What follows belongs to an exercise in optimizing a design on an open flow for small area and a short achievable clock period; a production flow would make more cautious choices. No functional check of the RTL was part of this run. Power and IR drop assume default switching activity.

$ cat design/flow/config.mk
export PLATFORM = sky130hd
export DESIGN_NAME = matrix_dot_4x4
export DESIGN_NICKNAME = matrix_dot_4x4
export VERILOG_FILES = /design/flow/design.v
export SDC_FILE = /design/flow/constraint.sdc
export NUM_CORES = 4
export LEC_CHECK = 0
export CAP_MARGIN = 20
export CORE_MARGIN = 2
export CORE_UTILIZATION = 40
export SLEW_MARGIN = 20
export SYNTH_HIERARCHICAL = 1
$ cat design/flow/constraint.sdc
create_clock -name core_clock -period 5.0 [get_ports {clk}]
set_input_delay 1.0000 -clock core_clock [delete_from_list [all_inputs] [get_ports {clk}]]
set_output_delay 1.0000 -clock core_clock [all_outputs]
set_load 0.01 [all_outputs]
$ cat design/flow/design.v
module PE_fa (input x, input y, input z, output s, output c);
    assign s = x ^ y ^ z;
    assign c = (x & y) | (x & z) | (y & z);
endmodule
module PE_nha (input x, input y, output s, output c);
    assign s = ~(x ^ y);
    assign c = x | y;
endmodule
module PE_sel (input s1, input v1, input s2, input v2, input s3, input v3, output n);
    assign n = ~((s1 & v1) | (s2 & v2) | (s3 & v3));
endmodule
module PE_prod (
    input  [7:0] d,
    input  [7:0] m,
    input  [9:1] m3,
    output [28:0] n
);
    wire sa0_0 = d[0] & ~d[1];
    wire sb0_1 = ~d[0] & d[1];
    wire sc0_2 = d[0] & d[1];
    wire npp3 = ~(d[0] & m[0]);
    wire pn4;
    PE_sel upn4 (.s1(sa0_0), .v1(m[1]), .s2(sb0_1), .v2(m[0]), .s3(sc0_2), .v3(m3[1]), .n(pn4));
    wire pn5;
    PE_sel upn5 (.s1(sa0_0), .v1(m[2]), .s2(sb0_1), .v2(m[1]), .s3(sc0_2), .v3(m3[2]), .n(pn5));
    wire pn6;
    PE_sel upn6 (.s1(sa0_0), .v1(m[3]), .s2(sb0_1), .v2(m[2]), .s3(sc0_2), .v3(m3[3]), .n(pn6));
    wire pn7;
    PE_sel upn7 (.s1(sa0_0), .v1(m[4]), .s2(sb0_1), .v2(m[3]), .s3(sc0_2), .v3(m3[4]), .n(pn7));
    wire pn8;
    PE_sel upn8 (.s1(sa0_0), .v1(m[5]), .s2(sb0_1), .v2(m[4]), .s3(sc0_2), .v3(m3[5]), .n(pn8));
    wire pn9;
    PE_sel upn9 (.s1(sa0_0), .v1(m[6]), .s2(sb0_1), .v2(m[5]), .s3(sc0_2), .v3(m3[6]), .n(pn9));
    wire pn10;
    PE_sel upn10 (.s1(sa0_0), .v1(m[7]), .s2(sb0_1), .v2(m[6]), .s3(sc0_2), .v3(m3[7]), .n(pn10));
    wire npp11 = ~((sb0_1 & m[7]) | (sc0_2 & m3[8]));
    wire npp12 = ~(sc0_2 & m3[9]);
    wire sa1_13 = d[2] & ~d[3];
    wire sb1_14 = ~d[2] & d[3];
    wire sc1_15 = d[2] & d[3];
    wire npp16 = ~(d[2] & m[0]);
    wire pn17;
    PE_sel upn17 (.s1(sa1_13), .v1(m[1]), .s2(sb1_14), .v2(m[0]), .s3(sc1_15), .v3(m3[1]), .n(pn17));
    wire pn18;
    PE_sel upn18 (.s1(sa1_13), .v1(m[2]), .s2(sb1_14), .v2(m[1]), .s3(sc1_15), .v3(m3[2]), .n(pn18));
    wire pn19;
    PE_sel upn19 (.s1(sa1_13), .v1(m[3]), .s2(sb1_14), .v2(m[2]), .s3(sc1_15), .v3(m3[3]), .n(pn19));
    wire pn20;
    PE_sel upn20 (.s1(sa1_13), .v1(m[4]), .s2(sb1_14), .v2(m[3]), .s3(sc1_15), .v3(m3[4]), .n(pn20));
    wire pn21;
    PE_sel upn21 (.s1(sa1_13), .v1(m[5]), .s2(sb1_14), .v2(m[4]), .s3(sc1_15), .v3(m3[5]), .n(pn21));
    wire pn22;
    PE_sel upn22 (.s1(sa1_13), .v1(m[6]), .s2(sb1_14), .v2(m[5]), .s3(sc1_15), .v3(m3[6]), .n(pn22));
    wire pn23;
    PE_sel upn23 (.s1(sa1_13), .v1(m[7]), .s2(sb1_14), .v2(m[6]), .s3(sc1_15), .v3(m3[7]), .n(pn23));
    wire npp24 = ~((sb1_14 & m[7]) | (sc1_15 & m3[8]));
    wire npp25 = ~(sc1_15 & m3[9]);
    wire sa2_26 = d[4] & ~d[5];
    wire sb2_27 = ~d[4] & d[5];
    wire sc2_28 = d[4] & d[5];
    wire npp29 = ~(d[4] & m[0]);
    wire pn30;
    PE_sel upn30 (.s1(sa2_26), .v1(m[1]), .s2(sb2_27), .v2(m[0]), .s3(sc2_28), .v3(m3[1]), .n(pn30));
    wire pn31;
    PE_sel upn31 (.s1(sa2_26), .v1(m[2]), .s2(sb2_27), .v2(m[1]), .s3(sc2_28), .v3(m3[2]), .n(pn31));
    wire pn32;
    PE_sel upn32 (.s1(sa2_26), .v1(m[3]), .s2(sb2_27), .v2(m[2]), .s3(sc2_28), .v3(m3[3]), .n(pn32));
    wire pn33;
    PE_sel upn33 (.s1(sa2_26), .v1(m[4]), .s2(sb2_27), .v2(m[3]), .s3(sc2_28), .v3(m3[4]), .n(pn33));
    wire pn34;
    PE_sel upn34 (.s1(sa2_26), .v1(m[5]), .s2(sb2_27), .v2(m[4]), .s3(sc2_28), .v3(m3[5]), .n(pn34));
    wire pn35;
    PE_sel upn35 (.s1(sa2_26), .v1(m[6]), .s2(sb2_27), .v2(m[5]), .s3(sc2_28), .v3(m3[6]), .n(pn35));
    wire pn36;
    PE_sel upn36 (.s1(sa2_26), .v1(m[7]), .s2(sb2_27), .v2(m[6]), .s3(sc2_28), .v3(m3[7]), .n(pn36));
    wire npp37 = ~((sb2_27 & m[7]) | (sc2_28 & m3[8]));
    wire npp38 = ~(sc2_28 & m3[9]);
    wire sa3_39 = d[6] & ~d[7];
    wire sb3_40 = ~d[6] & d[7];
    wire sc3_41 = d[6] & d[7];
    wire npp42 = ~(d[6] & m[0]);
    wire pn43;
    PE_sel upn43 (.s1(sa3_39), .v1(m[1]), .s2(sb3_40), .v2(m[0]), .s3(sc3_41), .v3(m3[1]), .n(pn43));
    wire pn44;
    PE_sel upn44 (.s1(sa3_39), .v1(m[2]), .s2(sb3_40), .v2(m[1]), .s3(sc3_41), .v3(m3[2]), .n(pn44));
    wire pn45;
    PE_sel upn45 (.s1(sa3_39), .v1(m[3]), .s2(sb3_40), .v2(m[2]), .s3(sc3_41), .v3(m3[3]), .n(pn45));
    wire pn46;
    PE_sel upn46 (.s1(sa3_39), .v1(m[4]), .s2(sb3_40), .v2(m[3]), .s3(sc3_41), .v3(m3[4]), .n(pn46));
    wire pn47;
    PE_sel upn47 (.s1(sa3_39), .v1(m[5]), .s2(sb3_40), .v2(m[4]), .s3(sc3_41), .v3(m3[5]), .n(pn47));
    wire pn48;
    PE_sel upn48 (.s1(sa3_39), .v1(m[6]), .s2(sb3_40), .v2(m[5]), .s3(sc3_41), .v3(m3[6]), .n(pn48));
    wire pn49;
    PE_sel upn49 (.s1(sa3_39), .v1(m[7]), .s2(sb3_40), .v2(m[6]), .s3(sc3_41), .v3(m3[7]), .n(pn49));
    wire npp50 = ~((sb3_40 & m[7]) | (sc3_41 & m3[8]));
    wire npp51 = ~(sc3_41 & m3[9]);
    wire hs52, hc52;
    PE_nha uhs52 (.x(pn9), .y(pn20), .s(hs52), .c(hc52));
    wire fs53, fc53;
    PE_fa ufs53 (.x(pn10), .y(pn21), .z(pn32), .s(fs53), .c(fc53));
    wire fs54, fc54;
    PE_fa ufs54 (.x(npp11), .y(pn22), .z(pn33), .s(fs54), .c(fc54));
    wire fs55, fc55;
    PE_fa ufs55 (.x(npp12), .y(pn23), .z(pn34), .s(fs55), .c(fc55));
    wire hs56, hc56;
    PE_nha uhs56 (.x(npp24), .y(pn35), .s(hs56), .c(hc56));
    wire hs57, hc57;
    PE_nha uhs57 (.x(npp25), .y(pn36), .s(hs57), .c(hc57));
    wire hs58, hc58;
    PE_nha uhs58 (.x(pn7), .y(pn18), .s(hs58), .c(hc58));
    wire fs59, fc59;
    PE_fa ufs59 (.x(pn8), .y(pn19), .z(pn30), .s(fs59), .c(fc59));
    wire fs60, fc60;
    PE_fa ufs60 (.x(pn31), .y(npp42), .z(hs52), .s(fs60), .c(fc60));
    wire fs61, fc61;
    PE_fa ufs61 (.x(pn43), .y(hc52), .z(fs53), .s(fs61), .c(fc61));
    wire fs62, fc62;
    PE_fa ufs62 (.x(pn44), .y(fc53), .z(fs54), .s(fs62), .c(fc62));
    wire fs63, fc63;
    PE_fa ufs63 (.x(pn45), .y(fc54), .z(fs55), .s(fs63), .c(fc63));
    wire fs64, fc64;
    PE_fa ufs64 (.x(pn46), .y(fc55), .z(hs56), .s(fs64), .c(fc64));
    wire fs65, fc65;
    PE_fa ufs65 (.x(pn47), .y(hc56), .z(hs57), .s(fs65), .c(fc65));
    wire fs66, fc66;
    PE_fa ufs66 (.x(npp37), .y(pn48), .z(hc57), .s(fs66), .c(fc66));
    wire hs67, hc67;
    PE_nha uhs67 (.x(npp38), .y(pn49), .s(hs67), .c(hc67));
    assign n = {npp51, hc67, npp50, hs67, fc66, fs66, fc65, fs65, fc64, fs64, fc63, fs63, fc62, fs62, fc61, fs61, fc60, fs60, fc59, fs59, hc58, hs58, npp29, pn17, pn6, npp16, pn5, pn4, npp3};
endmodule
module PE_acc0 (
    input  [28:0] n,
    output [15:0] s
);
    wire pq0 = ~n[0];
    wire pq1 = ~n[1];
    wire gg2 = ~(n[2] | n[3]);
    wire pq3 = n[2] ^ n[3];
    wire gg4 = ~(n[4] | n[5]);
    wire pq5 = n[4] ^ n[5];
    wire gg6 = ~(n[6] | n[7]);
    wire pq7 = n[6] ^ n[7];
    wire gg8 = ~(n[8] | n[9]);
    wire pq9 = n[8] ^ n[9];
    wire gg10 = ~(n[10] | n[11]);
    wire pq11 = n[10] ^ n[11];
    wire gg12 = ~(n[12] | n[13]);
    wire pq13 = n[12] ^ n[13];
    wire gg14 = ~(n[14] | n[15]);
    wire pq15 = n[14] ^ n[15];
    wire gg16 = ~(n[16] | n[17]);
    wire pq17 = n[16] ^ n[17];
    wire gg18 = ~(n[18] | n[19]);
    wire pq19 = n[18] ^ n[19];
    wire gg20 = ~(n[20] | n[21]);
    wire pq21 = n[20] ^ n[21];
    wire gg22 = ~(n[22] | n[23]);
    wire pq23 = n[22] ^ n[23];
    wire gg24 = ~(n[24] | n[25]);
    wire pq25 = n[24] ^ n[25];
    wire gg26 = ~(n[26] | n[27]);
    wire pq27 = n[26] ^ n[27];
    wire pq28 = ~n[28];
    wire G29 = pq1 & 1'b0;
    wire P30 = pq1 & pq0;
    wire G31 = gg4 | (pq5 & gg2);
    wire P32 = pq5 & pq3;
    wire G33 = gg8 | (pq9 & gg6);
    wire P34 = pq9 & pq7;
    wire G35 = gg12 | (pq13 & gg10);
    wire P36 = pq13 & pq11;
    wire G37 = gg16 | (pq17 & gg14);
    wire P38 = pq17 & pq15;
    wire G39 = gg20 | (pq21 & gg18);
    wire P40 = pq21 & pq19;
    wire G41 = gg24 | (pq25 & gg22);
    wire P42 = pq25 & pq23;
    wire G43 = pq28 & gg26;
    wire P44 = pq28 & pq27;
    wire G45 = gg2 | (pq3 & G29);
    wire P46 = pq3 & P30;
    wire G47 = G31 | (P32 & G29);
    wire P48 = P32 & P30;
    wire G49 = gg10 | (pq11 & G33);
    wire P50 = pq11 & P34;
    wire G51 = G35 | (P36 & G33);
    wire P52 = P36 & P34;
    wire G53 = gg18 | (pq19 & G37);
    wire P54 = pq19 & P38;
    wire G55 = G39 | (P40 & G37);
    wire P56 = P40 & P38;
    wire G57 = gg26 | (pq27 & G41);
    wire P58 = pq27 & P42;
    wire G59 = G43 | (P44 & G41);
    wire P60 = P44 & P42;
    wire G61 = gg6 | (pq7 & G47);
    wire P62 = pq7 & P48;
    wire G63 = G33 | (P34 & G47);
    wire P64 = P34 & P48;
    wire G65 = G49 | (P50 & G47);
    wire P66 = P50 & P48;
    wire G67 = G51 | (P52 & G47);
    wire P68 = P52 & P48;
    wire G69 = gg22 | (pq23 & G55);
    wire P70 = pq23 & P56;
    wire G71 = G41 | (P42 & G55);
    wire P72 = P42 & P56;
    wire G73 = G57 | (P58 & G55);
    wire P74 = P58 & P56;
    wire G75 = G59 | (P60 & G55);
    wire P76 = P60 & P56;
    wire G77 = gg14 | (pq15 & G67);
    wire P78 = pq15 & P68;
    wire G79 = G37 | (P38 & G67);
    wire P80 = P38 & P68;
    wire G81 = G53 | (P54 & G67);
    wire P82 = P54 & P68;
    wire G83 = G55 | (P56 & G67);
    wire P84 = P56 & P68;
    wire G85 = G69 | (P70 & G67);
    wire P86 = P70 & P68;
    wire G87 = G71 | (P72 & G67);
    wire P88 = P72 & P68;
    wire G89 = G73 | (P74 & G67);
    wire P90 = P74 & P68;
    wire G91 = G75 | (P76 & G67);
    wire P92 = P76 & P68;
    wire sum93 = pq3 ^ G29;
    wire sum94 = pq5 ^ G45;
    wire sum95 = pq7 ^ G47;
    wire sum96 = pq9 ^ G61;
    wire sum97 = pq11 ^ G63;
    wire sum98 = pq13 ^ G65;
    wire sum99 = pq15 ^ G67;
    wire sum100 = pq17 ^ G77;
    wire sum101 = pq19 ^ G79;
    wire sum102 = pq21 ^ G81;
    wire sum103 = pq23 ^ G83;
    wire sum104 = pq25 ^ G85;
    wire sum105 = pq27 ^ G87;
    wire sum106 = pq28 ^ G89;
    assign s = {sum106, sum105, sum104, sum103, sum102, sum101, sum100, sum99, sum98, sum97, sum96, sum95, sum94, sum93, pq1, pq0};
endmodule
module PE_acc1 (
    input  [28:0] n,
    input  [15:0] q,
    output [16:0] s
);
    wire nq0 = ~q[0];
    wire nq1 = ~q[1];
    wire nq2 = ~q[2];
    wire nq3 = ~q[3];
    wire nq4 = ~q[4];
    wire nq5 = ~q[5];
    wire nq6 = ~q[6];
    wire nq7 = ~q[7];
    wire nq8 = ~q[8];
    wire nq9 = ~q[9];
    wire nq10 = ~q[10];
    wire nq11 = ~q[11];
    wire nq12 = ~q[12];
    wire nq13 = ~q[13];
    wire nq14 = ~q[14];
    wire nq15 = ~q[15];
    wire hs16, hc16;
    PE_nha uhs16 (.x(n[2]), .y(n[3]), .s(hs16), .c(hc16));
    wire fs17, fc17;
    PE_fa ufs17 (.x(n[4]), .y(n[5]), .z(nq3), .s(fs17), .c(fc17));
    wire fs18, fc18;
    PE_fa ufs18 (.x(n[6]), .y(n[7]), .z(nq4), .s(fs18), .c(fc18));
    wire fs19, fc19;
    PE_fa ufs19 (.x(n[8]), .y(n[9]), .z(nq5), .s(fs19), .c(fc19));
    wire fs20, fc20;
    PE_fa ufs20 (.x(n[10]), .y(n[11]), .z(nq6), .s(fs20), .c(fc20));
    wire fs21, fc21;
    PE_fa ufs21 (.x(n[12]), .y(n[13]), .z(nq7), .s(fs21), .c(fc21));
    wire fs22, fc22;
    PE_fa ufs22 (.x(n[14]), .y(n[15]), .z(nq8), .s(fs22), .c(fc22));
    wire fs23, fc23;
    PE_fa ufs23 (.x(n[16]), .y(n[17]), .z(nq9), .s(fs23), .c(fc23));
    wire fs24, fc24;
    PE_fa ufs24 (.x(n[18]), .y(n[19]), .z(nq10), .s(fs24), .c(fc24));
    wire fs25, fc25;
    PE_fa ufs25 (.x(n[20]), .y(n[21]), .z(nq11), .s(fs25), .c(fc25));
    wire fs26, fc26;
    PE_fa ufs26 (.x(n[22]), .y(n[23]), .z(nq12), .s(fs26), .c(fc26));
    wire fs27, fc27;
    PE_fa ufs27 (.x(n[24]), .y(n[25]), .z(nq13), .s(fs27), .c(fc27));
    wire fs28, fc28;
    PE_fa ufs28 (.x(n[26]), .y(n[27]), .z(nq14), .s(fs28), .c(fc28));
    wire hs29, hc29;
    PE_nha uhs29 (.x(n[28]), .y(nq15), .s(hs29), .c(hc29));
    wire gg30 = ~(n[0] | nq0);
    wire pq31 = n[0] ^ nq0;
    wire gg32 = ~(n[1] | nq1);
    wire pq33 = n[1] ^ nq1;
    wire gg34 = ~(nq2 | hs16);
    wire pq35 = nq2 ^ hs16;
    wire gg36 = ~(hc16 | fs17);
    wire pq37 = hc16 ^ fs17;
    wire gg38 = ~(fc17 | fs18);
    wire pq39 = fc17 ^ fs18;
    wire gg40 = ~(fc18 | fs19);
    wire pq41 = fc18 ^ fs19;
    wire gg42 = ~(fc19 | fs20);
    wire pq43 = fc19 ^ fs20;
    wire gg44 = ~(fc20 | fs21);
    wire pq45 = fc20 ^ fs21;
    wire gg46 = ~(fc21 | fs22);
    wire pq47 = fc21 ^ fs22;
    wire gg48 = ~(fc22 | fs23);
    wire pq49 = fc22 ^ fs23;
    wire gg50 = ~(fc23 | fs24);
    wire pq51 = fc23 ^ fs24;
    wire gg52 = ~(fc24 | fs25);
    wire pq53 = fc24 ^ fs25;
    wire gg54 = ~(fc25 | fs26);
    wire pq55 = fc25 ^ fs26;
    wire gg56 = ~(fc26 | fs27);
    wire pq57 = fc26 ^ fs27;
    wire gg58 = ~(fc27 | fs28);
    wire pq59 = fc27 ^ fs28;
    wire gg60 = ~(fc28 | hs29);
    wire pq61 = fc28 ^ hs29;
    wire pq62 = ~hc29;
    wire G63 = gg32 | (pq33 & gg30);
    wire P64 = pq33 & pq31;
    wire G65 = gg36 | (pq37 & gg34);
    wire P66 = pq37 & pq35;
    wire G67 = gg40 | (pq41 & gg38);
    wire P68 = pq41 & pq39;
    wire G69 = gg44 | (pq45 & gg42);
    wire P70 = pq45 & pq43;
    wire G71 = gg48 | (pq49 & gg46);
    wire P72 = pq49 & pq47;
    wire G73 = gg52 | (pq53 & gg50);
    wire P74 = pq53 & pq51;
    wire G75 = gg56 | (pq57 & gg54);
    wire P76 = pq57 & pq55;
    wire G77 = gg60 | (pq61 & gg58);
    wire P78 = pq61 & pq59;
    wire G79 = gg34 | (pq35 & G63);
    wire P80 = pq35 & P64;
    wire G81 = G65 | (P66 & G63);
    wire P82 = P66 & P64;
    wire G83 = gg42 | (pq43 & G67);
    wire P84 = pq43 & P68;
    wire G85 = G69 | (P70 & G67);
    wire P86 = P70 & P68;
    wire G87 = gg50 | (pq51 & G71);
    wire P88 = pq51 & P72;
    wire G89 = G73 | (P74 & G71);
    wire P90 = P74 & P72;
    wire G91 = gg58 | (pq59 & G75);
    wire P92 = pq59 & P76;
    wire G93 = G77 | (P78 & G75);
    wire P94 = P78 & P76;
    wire G95 = gg38 | (pq39 & G81);
    wire P96 = pq39 & P82;
    wire G97 = G67 | (P68 & G81);
    wire P98 = P68 & P82;
    wire G99 = G83 | (P84 & G81);
    wire P100 = P84 & P82;
    wire G101 = G85 | (P86 & G81);
    wire P102 = P86 & P82;
    wire G103 = gg54 | (pq55 & G89);
    wire P104 = pq55 & P90;
    wire G105 = G75 | (P76 & G89);
    wire P106 = P76 & P90;
    wire G107 = G91 | (P92 & G89);
    wire P108 = P92 & P90;
    wire G109 = G93 | (P94 & G89);
    wire P110 = P94 & P90;
    wire G111 = gg46 | (pq47 & G101);
    wire P112 = pq47 & P102;
    wire G113 = G71 | (P72 & G101);
    wire P114 = P72 & P102;
    wire G115 = G87 | (P88 & G101);
    wire P116 = P88 & P102;
    wire G117 = G89 | (P90 & G101);
    wire P118 = P90 & P102;
    wire G119 = G103 | (P104 & G101);
    wire P120 = P104 & P102;
    wire G121 = G105 | (P106 & G101);
    wire P122 = P106 & P102;
    wire G123 = G107 | (P108 & G101);
    wire P124 = P108 & P102;
    wire G125 = G109 | (P110 & G101);
    wire P126 = P110 & P102;
    wire G127 = pq62 & G125;
    wire P128 = pq62 & P126;
    wire sum129 = pq33 ^ gg30;
    wire sum130 = pq35 ^ G63;
    wire sum131 = pq37 ^ G79;
    wire sum132 = pq39 ^ G81;
    wire sum133 = pq41 ^ G95;
    wire sum134 = pq43 ^ G97;
    wire sum135 = pq45 ^ G99;
    wire sum136 = pq47 ^ G101;
    wire sum137 = pq49 ^ G111;
    wire sum138 = pq51 ^ G113;
    wire sum139 = pq53 ^ G115;
    wire sum140 = pq55 ^ G117;
    wire sum141 = pq57 ^ G119;
    wire sum142 = pq59 ^ G121;
    wire sum143 = pq61 ^ G123;
    wire sum144 = pq62 ^ G125;
    assign s = {sum144, sum143, sum142, sum141, sum140, sum139, sum138, sum137, sum136, sum135, sum134, sum133, sum132, sum131, sum130, sum129, pq31};
endmodule
module PE_acc2 (
    input  [28:0] n,
    input  [16:0] q,
    output [17:0] s
);
    wire nq0 = ~q[0];
    wire nq1 = ~q[1];
    wire nq2 = ~q[2];
    wire nq3 = ~q[3];
    wire nq4 = ~q[4];
    wire nq5 = ~q[5];
    wire nq6 = ~q[6];
    wire nq7 = ~q[7];
    wire nq8 = ~q[8];
    wire nq9 = ~q[9];
    wire nq10 = ~q[10];
    wire nq11 = ~q[11];
    wire nq12 = ~q[12];
    wire nq13 = ~q[13];
    wire nq14 = ~q[14];
    wire nq15 = ~q[15];
    wire nq16 = ~q[16];
    wire hs17, hc17;
    PE_nha uhs17 (.x(n[2]), .y(n[3]), .s(hs17), .c(hc17));
    wire fs18, fc18;
    PE_fa ufs18 (.x(n[4]), .y(n[5]), .z(nq3), .s(fs18), .c(fc18));
    wire fs19, fc19;
    PE_fa ufs19 (.x(n[6]), .y(n[7]), .z(nq4), .s(fs19), .c(fc19));
    wire fs20, fc20;
    PE_fa ufs20 (.x(n[8]), .y(n[9]), .z(nq5), .s(fs20), .c(fc20));
    wire fs21, fc21;
    PE_fa ufs21 (.x(n[10]), .y(n[11]), .z(nq6), .s(fs21), .c(fc21));
    wire fs22, fc22;
    PE_fa ufs22 (.x(n[12]), .y(n[13]), .z(nq7), .s(fs22), .c(fc22));
    wire fs23, fc23;
    PE_fa ufs23 (.x(n[14]), .y(n[15]), .z(nq8), .s(fs23), .c(fc23));
    wire fs24, fc24;
    PE_fa ufs24 (.x(n[16]), .y(n[17]), .z(nq9), .s(fs24), .c(fc24));
    wire fs25, fc25;
    PE_fa ufs25 (.x(n[18]), .y(n[19]), .z(nq10), .s(fs25), .c(fc25));
    wire fs26, fc26;
    PE_fa ufs26 (.x(n[20]), .y(n[21]), .z(nq11), .s(fs26), .c(fc26));
    wire fs27, fc27;
    PE_fa ufs27 (.x(n[22]), .y(n[23]), .z(nq12), .s(fs27), .c(fc27));
    wire fs28, fc28;
    PE_fa ufs28 (.x(n[24]), .y(n[25]), .z(nq13), .s(fs28), .c(fc28));
    wire fs29, fc29;
    PE_fa ufs29 (.x(n[26]), .y(n[27]), .z(nq14), .s(fs29), .c(fc29));
    wire hs30, hc30;
    PE_nha uhs30 (.x(n[28]), .y(nq15), .s(hs30), .c(hc30));
    wire gg31 = ~(n[0] | nq0);
    wire pq32 = n[0] ^ nq0;
    wire gg33 = ~(n[1] | nq1);
    wire pq34 = n[1] ^ nq1;
    wire gg35 = ~(nq2 | hs17);
    wire pq36 = nq2 ^ hs17;
    wire gg37 = ~(hc17 | fs18);
    wire pq38 = hc17 ^ fs18;
    wire gg39 = ~(fc18 | fs19);
    wire pq40 = fc18 ^ fs19;
    wire gg41 = ~(fc19 | fs20);
    wire pq42 = fc19 ^ fs20;
    wire gg43 = ~(fc20 | fs21);
    wire pq44 = fc20 ^ fs21;
    wire gg45 = ~(fc21 | fs22);
    wire pq46 = fc21 ^ fs22;
    wire gg47 = ~(fc22 | fs23);
    wire pq48 = fc22 ^ fs23;
    wire gg49 = ~(fc23 | fs24);
    wire pq50 = fc23 ^ fs24;
    wire gg51 = ~(fc24 | fs25);
    wire pq52 = fc24 ^ fs25;
    wire gg53 = ~(fc25 | fs26);
    wire pq54 = fc25 ^ fs26;
    wire gg55 = ~(fc26 | fs27);
    wire pq56 = fc26 ^ fs27;
    wire gg57 = ~(fc27 | fs28);
    wire pq58 = fc27 ^ fs28;
    wire gg59 = ~(fc28 | fs29);
    wire pq60 = fc28 ^ fs29;
    wire gg61 = ~(fc29 | hs30);
    wire pq62 = fc29 ^ hs30;
    wire gg63 = ~(nq16 | hc30);
    wire pq64 = nq16 ^ hc30;
    wire G65 = gg33 | (pq34 & gg31);
    wire P66 = pq34 & pq32;
    wire G67 = gg37 | (pq38 & gg35);
    wire P68 = pq38 & pq36;
    wire G69 = gg41 | (pq42 & gg39);
    wire P70 = pq42 & pq40;
    wire G71 = gg45 | (pq46 & gg43);
    wire P72 = pq46 & pq44;
    wire G73 = gg49 | (pq50 & gg47);
    wire P74 = pq50 & pq48;
    wire G75 = gg53 | (pq54 & gg51);
    wire P76 = pq54 & pq52;
    wire G77 = gg57 | (pq58 & gg55);
    wire P78 = pq58 & pq56;
    wire G79 = gg61 | (pq62 & gg59);
    wire P80 = pq62 & pq60;
    wire G81 = gg35 | (pq36 & G65);
    wire P82 = pq36 & P66;
    wire G83 = G67 | (P68 & G65);
    wire P84 = P68 & P66;
    wire G85 = gg43 | (pq44 & G69);
    wire P86 = pq44 & P70;
    wire G87 = G71 | (P72 & G69);
    wire P88 = P72 & P70;
    wire G89 = gg51 | (pq52 & G73);
    wire P90 = pq52 & P74;
    wire G91 = G75 | (P76 & G73);
    wire P92 = P76 & P74;
    wire G93 = gg59 | (pq60 & G77);
    wire P94 = pq60 & P78;
    wire G95 = G79 | (P80 & G77);
    wire P96 = P80 & P78;
    wire G97 = gg39 | (pq40 & G83);
    wire P98 = pq40 & P84;
    wire G99 = G69 | (P70 & G83);
    wire P100 = P70 & P84;
    wire G101 = G85 | (P86 & G83);
    wire P102 = P86 & P84;
    wire G103 = G87 | (P88 & G83);
    wire P104 = P88 & P84;
    wire G105 = gg55 | (pq56 & G91);
    wire P106 = pq56 & P92;
    wire G107 = G77 | (P78 & G91);
    wire P108 = P78 & P92;
    wire G109 = G93 | (P94 & G91);
    wire P110 = P94 & P92;
    wire G111 = G95 | (P96 & G91);
    wire P112 = P96 & P92;
    wire G113 = gg47 | (pq48 & G103);
    wire P114 = pq48 & P104;
    wire G115 = G73 | (P74 & G103);
    wire P116 = P74 & P104;
    wire G117 = G89 | (P90 & G103);
    wire P118 = P90 & P104;
    wire G119 = G91 | (P92 & G103);
    wire P120 = P92 & P104;
    wire G121 = G105 | (P106 & G103);
    wire P122 = P106 & P104;
    wire G123 = G107 | (P108 & G103);
    wire P124 = P108 & P104;
    wire G125 = G109 | (P110 & G103);
    wire P126 = P110 & P104;
    wire G127 = G111 | (P112 & G103);
    wire P128 = P112 & P104;
    wire G129 = gg63 | (pq64 & G127);
    wire P130 = pq64 & P128;
    wire sum131 = pq34 ^ gg31;
    wire sum132 = pq36 ^ G65;
    wire sum133 = pq38 ^ G81;
    wire sum134 = pq40 ^ G83;
    wire sum135 = pq42 ^ G97;
    wire sum136 = pq44 ^ G99;
    wire sum137 = pq46 ^ G101;
    wire sum138 = pq48 ^ G103;
    wire sum139 = pq50 ^ G113;
    wire sum140 = pq52 ^ G115;
    wire sum141 = pq54 ^ G117;
    wire sum142 = pq56 ^ G119;
    wire sum143 = pq58 ^ G121;
    wire sum144 = pq60 ^ G123;
    wire sum145 = pq62 ^ G125;
    wire sum146 = pq64 ^ G127;
    assign s = {G129, sum146, sum145, sum144, sum143, sum142, sum141, sum140, sum139, sum138, sum137, sum136, sum135, sum134, sum133, sum132, sum131, pq32};
endmodule
module PE_acc3 (
    input  [28:0] n,
    input  [17:0] q,
    output [17:0] s
);
    wire nq0 = ~q[0];
    wire nq1 = ~q[1];
    wire nq2 = ~q[2];
    wire nq3 = ~q[3];
    wire nq4 = ~q[4];
    wire nq5 = ~q[5];
    wire nq6 = ~q[6];
    wire nq7 = ~q[7];
    wire nq8 = ~q[8];
    wire nq9 = ~q[9];
    wire nq10 = ~q[10];
    wire nq11 = ~q[11];
    wire nq12 = ~q[12];
    wire nq13 = ~q[13];
    wire nq14 = ~q[14];
    wire nq15 = ~q[15];
    wire nq16 = ~q[16];
    wire nq17 = ~q[17];
    wire hs18, hc18;
    PE_nha uhs18 (.x(n[2]), .y(n[3]), .s(hs18), .c(hc18));
    wire fs19, fc19;
    PE_fa ufs19 (.x(n[4]), .y(n[5]), .z(nq3), .s(fs19), .c(fc19));
    wire fs20, fc20;
    PE_fa ufs20 (.x(n[6]), .y(n[7]), .z(nq4), .s(fs20), .c(fc20));
    wire fs21, fc21;
    PE_fa ufs21 (.x(n[8]), .y(n[9]), .z(nq5), .s(fs21), .c(fc21));
    wire fs22, fc22;
    PE_fa ufs22 (.x(n[10]), .y(n[11]), .z(nq6), .s(fs22), .c(fc22));
    wire fs23, fc23;
    PE_fa ufs23 (.x(n[12]), .y(n[13]), .z(nq7), .s(fs23), .c(fc23));
    wire fs24, fc24;
    PE_fa ufs24 (.x(n[14]), .y(n[15]), .z(nq8), .s(fs24), .c(fc24));
    wire fs25, fc25;
    PE_fa ufs25 (.x(n[16]), .y(n[17]), .z(nq9), .s(fs25), .c(fc25));
    wire fs26, fc26;
    PE_fa ufs26 (.x(n[18]), .y(n[19]), .z(nq10), .s(fs26), .c(fc26));
    wire fs27, fc27;
    PE_fa ufs27 (.x(n[20]), .y(n[21]), .z(nq11), .s(fs27), .c(fc27));
    wire fs28, fc28;
    PE_fa ufs28 (.x(n[22]), .y(n[23]), .z(nq12), .s(fs28), .c(fc28));
    wire fs29, fc29;
    PE_fa ufs29 (.x(n[24]), .y(n[25]), .z(nq13), .s(fs29), .c(fc29));
    wire fs30, fc30;
    PE_fa ufs30 (.x(n[26]), .y(n[27]), .z(nq14), .s(fs30), .c(fc30));
    wire hs31, hc31;
    PE_nha uhs31 (.x(n[28]), .y(nq15), .s(hs31), .c(hc31));
    wire gg32 = ~(n[0] | nq0);
    wire pq33 = n[0] ^ nq0;
    wire gg34 = ~(n[1] | nq1);
    wire pq35 = n[1] ^ nq1;
    wire gg36 = ~(nq2 | hs18);
    wire pq37 = nq2 ^ hs18;
    wire gg38 = ~(hc18 | fs19);
    wire pq39 = hc18 ^ fs19;
    wire gg40 = ~(fc19 | fs20);
    wire pq41 = fc19 ^ fs20;
    wire gg42 = ~(fc20 | fs21);
    wire pq43 = fc20 ^ fs21;
    wire gg44 = ~(fc21 | fs22);
    wire pq45 = fc21 ^ fs22;
    wire gg46 = ~(fc22 | fs23);
    wire pq47 = fc22 ^ fs23;
    wire gg48 = ~(fc23 | fs24);
    wire pq49 = fc23 ^ fs24;
    wire gg50 = ~(fc24 | fs25);
    wire pq51 = fc24 ^ fs25;
    wire gg52 = ~(fc25 | fs26);
    wire pq53 = fc25 ^ fs26;
    wire gg54 = ~(fc26 | fs27);
    wire pq55 = fc26 ^ fs27;
    wire gg56 = ~(fc27 | fs28);
    wire pq57 = fc27 ^ fs28;
    wire gg58 = ~(fc28 | fs29);
    wire pq59 = fc28 ^ fs29;
    wire gg60 = ~(fc29 | fs30);
    wire pq61 = fc29 ^ fs30;
    wire gg62 = ~(fc30 | hs31);
    wire pq63 = fc30 ^ hs31;
    wire gg64 = ~(nq16 | hc31);
    wire pq65 = nq16 ^ hc31;
    wire pq66 = ~nq17;
    wire G67 = gg34 | (pq35 & gg32);
    wire P68 = pq35 & pq33;
    wire G69 = gg38 | (pq39 & gg36);
    wire P70 = pq39 & pq37;
    wire G71 = gg42 | (pq43 & gg40);
    wire P72 = pq43 & pq41;
    wire G73 = gg46 | (pq47 & gg44);
    wire P74 = pq47 & pq45;
    wire G75 = gg50 | (pq51 & gg48);
    wire P76 = pq51 & pq49;
    wire G77 = gg54 | (pq55 & gg52);
    wire P78 = pq55 & pq53;
    wire G79 = gg58 | (pq59 & gg56);
    wire P80 = pq59 & pq57;
    wire G81 = gg62 | (pq63 & gg60);
    wire P82 = pq63 & pq61;
    wire G83 = pq66 & gg64;
    wire P84 = pq66 & pq65;
    wire G85 = gg36 | (pq37 & G67);
    wire P86 = pq37 & P68;
    wire G87 = G69 | (P70 & G67);
    wire P88 = P70 & P68;
    wire G89 = gg44 | (pq45 & G71);
    wire P90 = pq45 & P72;
    wire G91 = G73 | (P74 & G71);
    wire P92 = P74 & P72;
    wire G93 = gg52 | (pq53 & G75);
    wire P94 = pq53 & P76;
    wire G95 = G77 | (P78 & G75);
    wire P96 = P78 & P76;
    wire G97 = gg60 | (pq61 & G79);
    wire P98 = pq61 & P80;
    wire G99 = G81 | (P82 & G79);
    wire P100 = P82 & P80;
    wire G101 = gg40 | (pq41 & G87);
    wire P102 = pq41 & P88;
    wire G103 = G71 | (P72 & G87);
    wire P104 = P72 & P88;
    wire G105 = G89 | (P90 & G87);
    wire P106 = P90 & P88;
    wire G107 = G91 | (P92 & G87);
    wire P108 = P92 & P88;
    wire G109 = gg56 | (pq57 & G95);
    wire P110 = pq57 & P96;
    wire G111 = G79 | (P80 & G95);
    wire P112 = P80 & P96;
    wire G113 = G97 | (P98 & G95);
    wire P114 = P98 & P96;
    wire G115 = G99 | (P100 & G95);
    wire P116 = P100 & P96;
    wire G117 = gg48 | (pq49 & G107);
    wire P118 = pq49 & P108;
    wire G119 = G75 | (P76 & G107);
    wire P120 = P76 & P108;
    wire G121 = G93 | (P94 & G107);
    wire P122 = P94 & P108;
    wire G123 = G95 | (P96 & G107);
    wire P124 = P96 & P108;
    wire G125 = G109 | (P110 & G107);
    wire P126 = P110 & P108;
    wire G127 = G111 | (P112 & G107);
    wire P128 = P112 & P108;
    wire G129 = G113 | (P114 & G107);
    wire P130 = P114 & P108;
    wire G131 = G115 | (P116 & G107);
    wire P132 = P116 & P108;
    wire G133 = gg64 | (pq65 & G131);
    wire P134 = pq65 & P132;
    wire G135 = G83 | (P84 & G131);
    wire P136 = P84 & P132;
    wire sum137 = pq35 ^ gg32;
    wire sum138 = pq37 ^ G67;
    wire sum139 = pq39 ^ G85;
    wire sum140 = pq41 ^ G87;
    wire sum141 = pq43 ^ G101;
    wire sum142 = pq45 ^ G103;
    wire sum143 = pq47 ^ G105;
    wire sum144 = pq49 ^ G107;
    wire sum145 = pq51 ^ G117;
    wire sum146 = pq53 ^ G119;
    wire sum147 = pq55 ^ G121;
    wire sum148 = pq57 ^ G123;
    wire sum149 = pq59 ^ G125;
    wire sum150 = pq61 ^ G127;
    wire sum151 = pq63 ^ G129;
    wire sum152 = pq65 ^ G131;
    wire sum153 = pq66 ^ G133;
    assign s = {sum153, sum152, sum151, sum150, sum149, sum148, sum147, sum146, sum145, sum144, sum143, sum142, sum141, sum140, sum139, sum138, sum137, pq33};
endmodule
module matrix_dot_4x4 (
    input clk,
    input reset,
    input [7:0] A_in_0, A_in_1, A_in_2, A_in_3,
    input [7:0] B_in_0, B_in_1, B_in_2, B_in_3,
    output [31:0] C_out_00, C_out_01, C_out_02, C_out_03,
    output [31:0] C_out_10, C_out_11, C_out_12, C_out_13,
    output [31:0] C_out_20, C_out_21, C_out_22, C_out_23,
    output [31:0] C_out_30, C_out_31, C_out_32, C_out_33
);
    reg [7:0] a0_0, a0_1, a0_2;
    reg [9:1] xa0_0, xa0_1, xa0_2;
    reg [7:0] a1_0, a1_1, a1_2;
    reg [9:1] xa1_0, xa1_1, xa1_2;
    reg [7:0] a2_0, a2_1, a2_2;
    reg [9:1] xa2_0, xa2_1, xa2_2;
    reg [7:0] a3_0, a3_1, a3_2;
    reg [9:1] xa3_0, xa3_1, xa3_2;
    reg [7:0] b0_0, b0_1, b0_2;
    reg [7:0] b1_0, b1_1, b1_2;
    reg [7:0] b2_0, b2_1, b2_2;
    reg [7:0] b3_0, b3_1, b3_2;
    reg [9:1] xb0_0, xb0_1, xb0_2;
    wire [9:0] a3n0 = A_in_0 + {A_in_0, 1'b0};
    wire [9:0] a3n1 = A_in_1 + {A_in_1, 1'b0};
    wire [9:0] a3n2 = A_in_2 + {A_in_2, 1'b0};
    wire [9:0] a3n3 = A_in_3 + {A_in_3, 1'b0};
    wire [9:0] b3n0 = B_in_0 + {B_in_0, 1'b0};
    always @(posedge clk) begin
        a0_0 <= A_in_0; a0_1 <= a0_0; a0_2 <= a0_1;
        xa0_0 <= a3n0[9:1]; xa0_1 <= xa0_0; xa0_2 <= xa0_1;
        a1_0 <= A_in_1; a1_1 <= a1_0; a1_2 <= a1_1;
        xa1_0 <= a3n1[9:1]; xa1_1 <= xa1_0; xa1_2 <= xa1_1;
        a2_0 <= A_in_2; a2_1 <= a2_0; a2_2 <= a2_1;
        xa2_0 <= a3n2[9:1]; xa2_1 <= xa2_0; xa2_2 <= xa2_1;
        a3_0 <= A_in_3; a3_1 <= a3_0; a3_2 <= a3_1;
        xa3_0 <= a3n3[9:1]; xa3_1 <= xa3_0; xa3_2 <= xa3_1;
        b0_0 <= B_in_0; b0_1 <= b0_0; b0_2 <= b0_1;
        b1_0 <= B_in_1; b1_1 <= b1_0; b1_2 <= b1_1;
        b2_0 <= B_in_2; b2_1 <= b2_0; b2_2 <= b2_1;
        b3_0 <= B_in_3; b3_1 <= b3_0; b3_2 <= b3_1;
        xb0_0 <= b3n0[9:1]; xb0_1 <= xb0_0; xb0_2 <= xb0_1;
    end
    wire [28:0] n00;
    reg  [28:0] m00;
    wire [15:0] s00;
    reg  [15:0] q00;
    PE_prod p00 (.d(A_in_0), .m(B_in_0), .m3(b3n0[9:1]), .n(n00));
    PE_acc0 e00 (.n(m00), .s(s00));
    wire [28:0] n01;
    reg  [28:0] m01;
    wire [16:0] s01;
    reg  [16:0] q01;
    PE_prod p01 (.d(B_in_1), .m(a0_0), .m3(xa0_0), .n(n01));
    PE_acc1 e01 (.n(m01), .q(q00), .s(s01));
    wire [28:0] n02;
    reg  [28:0] m02;
    wire [17:0] s02;
    reg  [17:0] q02;
    PE_prod p02 (.d(B_in_2), .m(a0_1), .m3(xa0_1), .n(n02));
    PE_acc2 e02 (.n(m02), .q(q01), .s(s02));
    wire [28:0] n03;
    reg  [28:0] m03;
    wire [17:0] s03;
    reg  [17:0] q03;
    PE_prod p03 (.d(B_in_3), .m(a0_2), .m3(xa0_2), .n(n03));
    PE_acc3 e03 (.n(m03), .q(q02), .s(s03));
    wire [28:0] n10;
    reg  [28:0] m10;
    wire [15:0] s10;
    reg  [15:0] q10;
    PE_prod p10 (.d(A_in_1), .m(b0_0), .m3(xb0_0), .n(n10));
    PE_acc0 e10 (.n(m10), .s(s10));
    wire [28:0] n11;
    reg  [28:0] m11;
    wire [16:0] s11;
    reg  [16:0] q11;
    PE_prod p11 (.d(b1_0), .m(a1_0), .m3(xa1_0), .n(n11));
    PE_acc1 e11 (.n(m11), .q(q10), .s(s11));
    wire [28:0] n12;
    reg  [28:0] m12;
    wire [17:0] s12;
    reg  [17:0] q12;
    PE_prod p12 (.d(b2_0), .m(a1_1), .m3(xa1_1), .n(n12));
    PE_acc2 e12 (.n(m12), .q(q11), .s(s12));
    wire [28:0] n13;
    reg  [28:0] m13;
    wire [17:0] s13;
    reg  [17:0] q13;
    PE_prod p13 (.d(b3_0), .m(a1_2), .m3(xa1_2), .n(n13));
    PE_acc3 e13 (.n(m13), .q(q12), .s(s13));
    wire [28:0] n20;
    reg  [28:0] m20;
    wire [15:0] s20;
    reg  [15:0] q20;
    PE_prod p20 (.d(A_in_2), .m(b0_1), .m3(xb0_1), .n(n20));
    PE_acc0 e20 (.n(m20), .s(s20));
    wire [28:0] n21;
    reg  [28:0] m21;
    wire [16:0] s21;
    reg  [16:0] q21;
    PE_prod p21 (.d(b1_1), .m(a2_0), .m3(xa2_0), .n(n21));
    PE_acc1 e21 (.n(m21), .q(q20), .s(s21));
    wire [28:0] n22;
    reg  [28:0] m22;
    wire [17:0] s22;
    reg  [17:0] q22;
    PE_prod p22 (.d(b2_1), .m(a2_1), .m3(xa2_1), .n(n22));
    PE_acc2 e22 (.n(m22), .q(q21), .s(s22));
    wire [28:0] n23;
    reg  [28:0] m23;
    wire [17:0] s23;
    reg  [17:0] q23;
    PE_prod p23 (.d(b3_1), .m(a2_2), .m3(xa2_2), .n(n23));
    PE_acc3 e23 (.n(m23), .q(q22), .s(s23));
    wire [28:0] n30;
    reg  [28:0] m30;
    wire [15:0] s30;
    reg  [15:0] q30;
    PE_prod p30 (.d(A_in_3), .m(b0_2), .m3(xb0_2), .n(n30));
    PE_acc0 e30 (.n(m30), .s(s30));
    wire [28:0] n31;
    reg  [28:0] m31;
    wire [16:0] s31;
    reg  [16:0] q31;
    PE_prod p31 (.d(b1_2), .m(a3_0), .m3(xa3_0), .n(n31));
    PE_acc1 e31 (.n(m31), .q(q30), .s(s31));
    wire [28:0] n32;
    reg  [28:0] m32;
    wire [17:0] s32;
    reg  [17:0] q32;
    PE_prod p32 (.d(b2_2), .m(a3_1), .m3(xa3_1), .n(n32));
    PE_acc2 e32 (.n(m32), .q(q31), .s(s32));
    wire [28:0] n33;
    reg  [28:0] m33;
    wire [17:0] s33;
    reg  [17:0] q33;
    PE_prod p33 (.d(b3_2), .m(a3_2), .m3(xa3_2), .n(n33));
    PE_acc3 e33 (.n(m33), .q(q32), .s(s33));
    always @(posedge clk) begin
        m00 <= n00; m01 <= n01; m02 <= n02; m03 <= n03;
        q00 <= s00; q01 <= s01; q02 <= s02; q03 <= s03;
        m10 <= n10; m11 <= n11; m12 <= n12; m13 <= n13;
        q10 <= s10; q11 <= s11; q12 <= s12; q13 <= s13;
        m20 <= n20; m21 <= n21; m22 <= n22; m23 <= n23;
        q20 <= s20; q21 <= s21; q22 <= s22; q23 <= s23;
        m30 <= n30; m31 <= n31; m32 <= n32; m33 <= n33;
        q30 <= s30; q31 <= s31; q32 <= s32; q33 <= s33;
    end
    assign C_out_00 = {16'd0, q00};
    assign C_out_01 = {15'd0, q01};
    assign C_out_02 = {14'd0, q02};
    assign C_out_03 = {14'd0, q03};
    assign C_out_10 = {16'd0, q10};
    assign C_out_11 = {15'd0, q11};
    assign C_out_12 = {14'd0, q12};
    assign C_out_13 = {14'd0, q13};
    assign C_out_20 = {16'd0, q20};
    assign C_out_21 = {15'd0, q21};
    assign C_out_22 = {14'd0, q22};
    assign C_out_23 = {14'd0, q23};
    assign C_out_30 = {16'd0, q30};
    assign C_out_31 = {15'd0, q31};
    assign C_out_32 = {14'd0, q32};
    assign C_out_33 = {14'd0, q33};
endmodule
$ cat design/flow/run.sh
#!/bin/bash
# synth_recipe.tcl (not shown) runs the flow's synth.tcl, then flattens the netlist and writes it again
# the make line also repeats each setting of config.mk as NAME=value (left out here)
make -C /OpenROAD-flow-scripts/flow DESIGN_CONFIG=/design/flow/config.mk WORK_HOME=/design/flow/orfs CLKGATE_MAP_FILE= SYNTH_SCRIPT=/design/flow/synth_recipe.tcl finish
==> results by group <==
Run status
  – Outcome: complete, no violations

STA
  – Final setup viols: 0
  – Clock skew: 0.0640 ns
  – Final hold vios: 0
  – Final Cycle Share: 78.5%
  – Worst slew margin: 58.3%
  – Crit path time final: 3.93 ns
  – RSZ-0062 raised after global routing: false
  – Fin Setup TNS: 0 ns
  – Final number of max-transition violations: 0
  – Fmax: 255 MHz
  – Worst Tran Pin Value: 0.624 ns

Pwr
  – Combinational power share: 46.7%
  – Seq pwr share: 30.9%
  – Worst VDD drop: 0.000350 V
  – P per Cell Area: 659 mW/mm^2
  – Power Internal: 0.0255 W
  – Sw power: 0.0159 W
  – Clock power frac: 22.4%
  – Sw Share: 38.4%
  – Leakage: 29.9 nW

Clock tree
  – CTS Root Buffer Type: clkbuf_16
  – TritonCTS Buffers: 118
  – Worst-Skew Late Latency: 0.76 ns
  – Setup bufs post-CTS: 0
  – Cts repair resizes: 0
  – Sink Count: 1067
  – Longest Clk Path Bufs: 3
  – H-tree levels: 3
  – Hold-fix buffers, CTS: 0
  – CTS tree: built
  – Reg clk slew, reported paths: 0.06 ns

Drt
  – Routed WL per cell: 18.7 um
  – DR DRC count: 0
  – WL final: 140000 um
  – Drt pass-1 iters: 12
  – Vias per Instance: 4.96
  – DR iter-0 viols: 5026
  – Post-route ant nets: 0
  – Via count: 37200

Logic synthesis
  – Syn_area_per_cell: 10.3 um^2
  – Cells taking the most area after synthesis: dfxtp_1 36%, fa_1 13%, buf_4 12%
  – Number of synthesized flops with an enable pin: 0
  – Post-synth top area cell: dfxtp_1
  – Yosys top cell area share: 36.1%
  – Post-synth top flop: dfxtp_1
  – Seq/Total Area, Yosys: 36.1%
  – Cell area after synthesis: 0.0592 mm^2
  – FFs w/ async S/R, synth: 0%
  – Count of cell types in the netlist: 68
  – #FFs+latches synth: 1067
  – Synth warn: 7
  – Mapped Cells: 5732

Placement
  – Placer Congestion: 0.892
  – Dpl hpwl: 111000 um
  – Port bufs: 340

Floorplan
  – Die height: 389 um
  – Core ar.: 0.147 mm^2
  – Num ports: 578
  – Die X: 389 um
  – Rows: 141
  – DIE AREA: 0.151 mm^2
  – Initial core utilization: 40.2%

Final layout
  – Most common cell after layout, fill and taps aside: inv_1
  – Layout area overhead: 6.19%
  – Final net count: 6292
  – Proportion of layout cells with a drive suffix above 1: 6.19%
  – Most frequent cells in the layout: 1125 x inv_1, 1067 x dfxtp_1, 448 x a222oi_1
  – Final core occ: 42.7%

Setup path
  – Top cell by count, worst path: fa_1
  – Flop2flop setup slack: 1.73 ns
  – CP top delay family: adder cells
  – Worst setup SP type: primary input
  – Max incr delay on CP: 0.67 ns
  – Critical Path RT: 5.64 ns
  – Reg2reg end: q23[17]
  – Critical path, cell by cell: clkdlybuf4s50_1 > fa_1 > a21oi_1 > o21ai_0 > a21oi_1 > xor2_1 > a222oi_1 > fa_1 > fa_1
  – Worst Setup End Kind: register
  – Kind of critical path: primary input to register
  – R2r worst-path depth: 12
  – Critical path arrival: 4.57 ns
  – CP max stage cell: clkdlybuf4s50_1
  – Start of the worst register-to-register path: q22[5]
  – Crit-path max FO: 12
  – CP bufs+invs: 1

Global route
  – Overflow after GRT: 0
  – Initial antenna violation count: 19
  – Largest net degree at the start of global routing: 18
  – Vias in the first global route: 37100
  – GRT Total Usage: 18.3%
  – First-pass GRT wire length: 215000 um

Worst hold path
  – Worst hold path type: register to register
  – Worst hold start: m10[1]
  – Hold Path End: q10[1]
  – Hold depth: 1

Run
  – Maxcap violations: 0
[power by group through the flow]
stage	sequential (W)	combinational (W)	clock, W
2_1_floorplan	0.0127	0.0196	0
3_3_place_gp	0.0130	0.0191	0
5_1_grt	0.0131	0.0221	0.00986
6_report	0.0128	0.0194	0.00928
4_1_cts	0.0129	0.0196	0.00952
3_5_place_dp	0.0130	0.0195	0
[per-module statistics from Yosys (local to each module, per instance)]
module | copies in the design | flops+latches | cells inside | cell area, um^2
PE_acc2 | 4 | 0 | 131 | 946
PE_acc1 | 4 | 0 | 137 | 960
PE_prod | 16 | 0 | 57 | 388
PE_nha | 104 | 0 | 5 | 27.5
matrix_dot_4x4 | 1 | 1067 | 1476 | 24600
PE_acc3 | 4 | 0 | 129 | 913
PE_acc0 | 4 | 0 | 117 | 840
PE_fa | 320 | 0 | 1 | 20.0
PE_sel | 448 | 0 | 1 | 10.0
[synth_stat cells (all sizes together) (53+ instances only)]
| master | instances |
|---|---|
| inv | 1125 |
| dfxtp | 1067 |
| buf | 980 |
| a222oi | 448 |
| fa | 393 |
| ha | 377 |
| nand2 | 229 |
| a21oi | 135 |
| xnor2 | 107 |
| nor2b | 86 |
| nor2 | 81 |
| and2 | 80 |
| and2b | 68 |
| xor2 | 67 |
| mux2 | 64 |
| a21o | 53 |
[worst max path at each step]
stage               from  endpoint  slack, ns  cells past startpoint
2_1_floorplan  B_in_0[0]   m00[17]       1.27                     10
3_3_place_gp   B_in_0[2]   m00[17]       0.34                      9
3_5_place_dp   B_in_0[2]   m00[17]       0.33                      9
4_1_cts        B_in_0[2]   m00[17]       1.17                      9
5_1_grt        B_in_0[2]   m00[17]       0.90                      9
6_report       B_in_0[2]   m00[17]       1.07                      9
[through the flow]
step / power (W) / setup WS [ns] / instances / hold slack, ns / area, um^2
final: 0.0414 / 1.07 / 7489 / 0.333 / 62800
after global routing: 0.0450 / 0.897 / 7486 / 0.357 / 62800
after CTS: 0.0420 / 1.17 / 7486 / 0.350 / 62800
after detailed placement: 0.0325 / 0.331 / 7266 / 0.341 / 58600
after global placement: 0.0321 / 0.341 / 7266 / 0.343 / 58600
after floorplan: 0.0323 / 1.27 / 5967 / 0.367 / 60100
[layer usage]
metal / vias to the layer above / global-route usage (%) / routed length (um)
met2: 1571 / 29.6 / 64300
li1: 17500 / - / -
met1: 17800 / 23.9 / 59500
met4: 22 / 5.98 / 4060
met3: 233 / 4.40 / 12100
met5: - / 0 / 135
[final cells by class]
cell class / instances / area [um^2]
Sequential cell: 1067 / 21400
Multi-Input combinational cell: 2795 / 27100
Fill cell: 14000 / 84500
Antenna cell: 3 / 7.51
Inverter: 1125 / 4220
Clock inverter: 66 / 925
Clock buffer: 154 / 3320
Timing Repair Buffer: 349 / 3470
Tap cell: 1930 / 2410
[worst reg2reg max path, cell delays in order, from the launching register on]
cell	delay, ns
dfxtp_1	0.36
inv_1	0.07
fa_1	0.50
inv_1	0.04
ha_1	0.33
a21oi_1	0.20
o211ai_2	0.16
nand4_2	0.17
o21ai_2	0.10
a221oi_2	0.45
o21bai_1	0.20
fa_1	0.41
xor2_1	0.16
[kinds of logic (layout without fill, tap and decap cells)]
| kind of cell | after synthesis | in the layout | synth area share (%) |
|---|---|---|---|
| buffers and inverters | 2105 | 1694 | 19.6 |
| flip-flops | 1067 | 1067 | 36.1 |
| AO/OA/AOI/OAI | 837 | 837 | 12.8 |
| adder cells (fa/ha/maj) | 770 | 770 | 21.3 |
| AND/OR/NAND/NOR | 706 | 706 | 6.33 |
| XOR/XNOR | 174 | 174 | 2.58 |
| multiplexers | 72 | 72 | 1.35 |
| other | 1 | 239 | 0.00634 |

re-timing with driven ports:
How much do the figures lean on ideal ports? The routed layout below was timed once more, with nothing changed but the port constraints.
Step 1 sets driving cells, clkbuf_16 on the clock port and buf_2 on the other inputs (assumed; they add their load-dependent delay and slew).
Step 2, shift: input delay + t, output delay - t, t = (earliest + latest rising clock arrival at the registers) / 2. This alone moves slack from input paths to output paths.
Three values: ideal, step 1, step 2; two values: the first two.
t (ns): 0.812
slack for setup (ns): 1.074 / 1.103 / 0.291
latest minus earliest clock arrival (ns): 0.071 / 0.071
worst register clock-pin slew, ns: 0.06 / 0.06
After both steps this run still meets setup and hold. For this run, drivers alone change the setup slack by +0.029 ns; drivers and shift together by -0.783 ns.
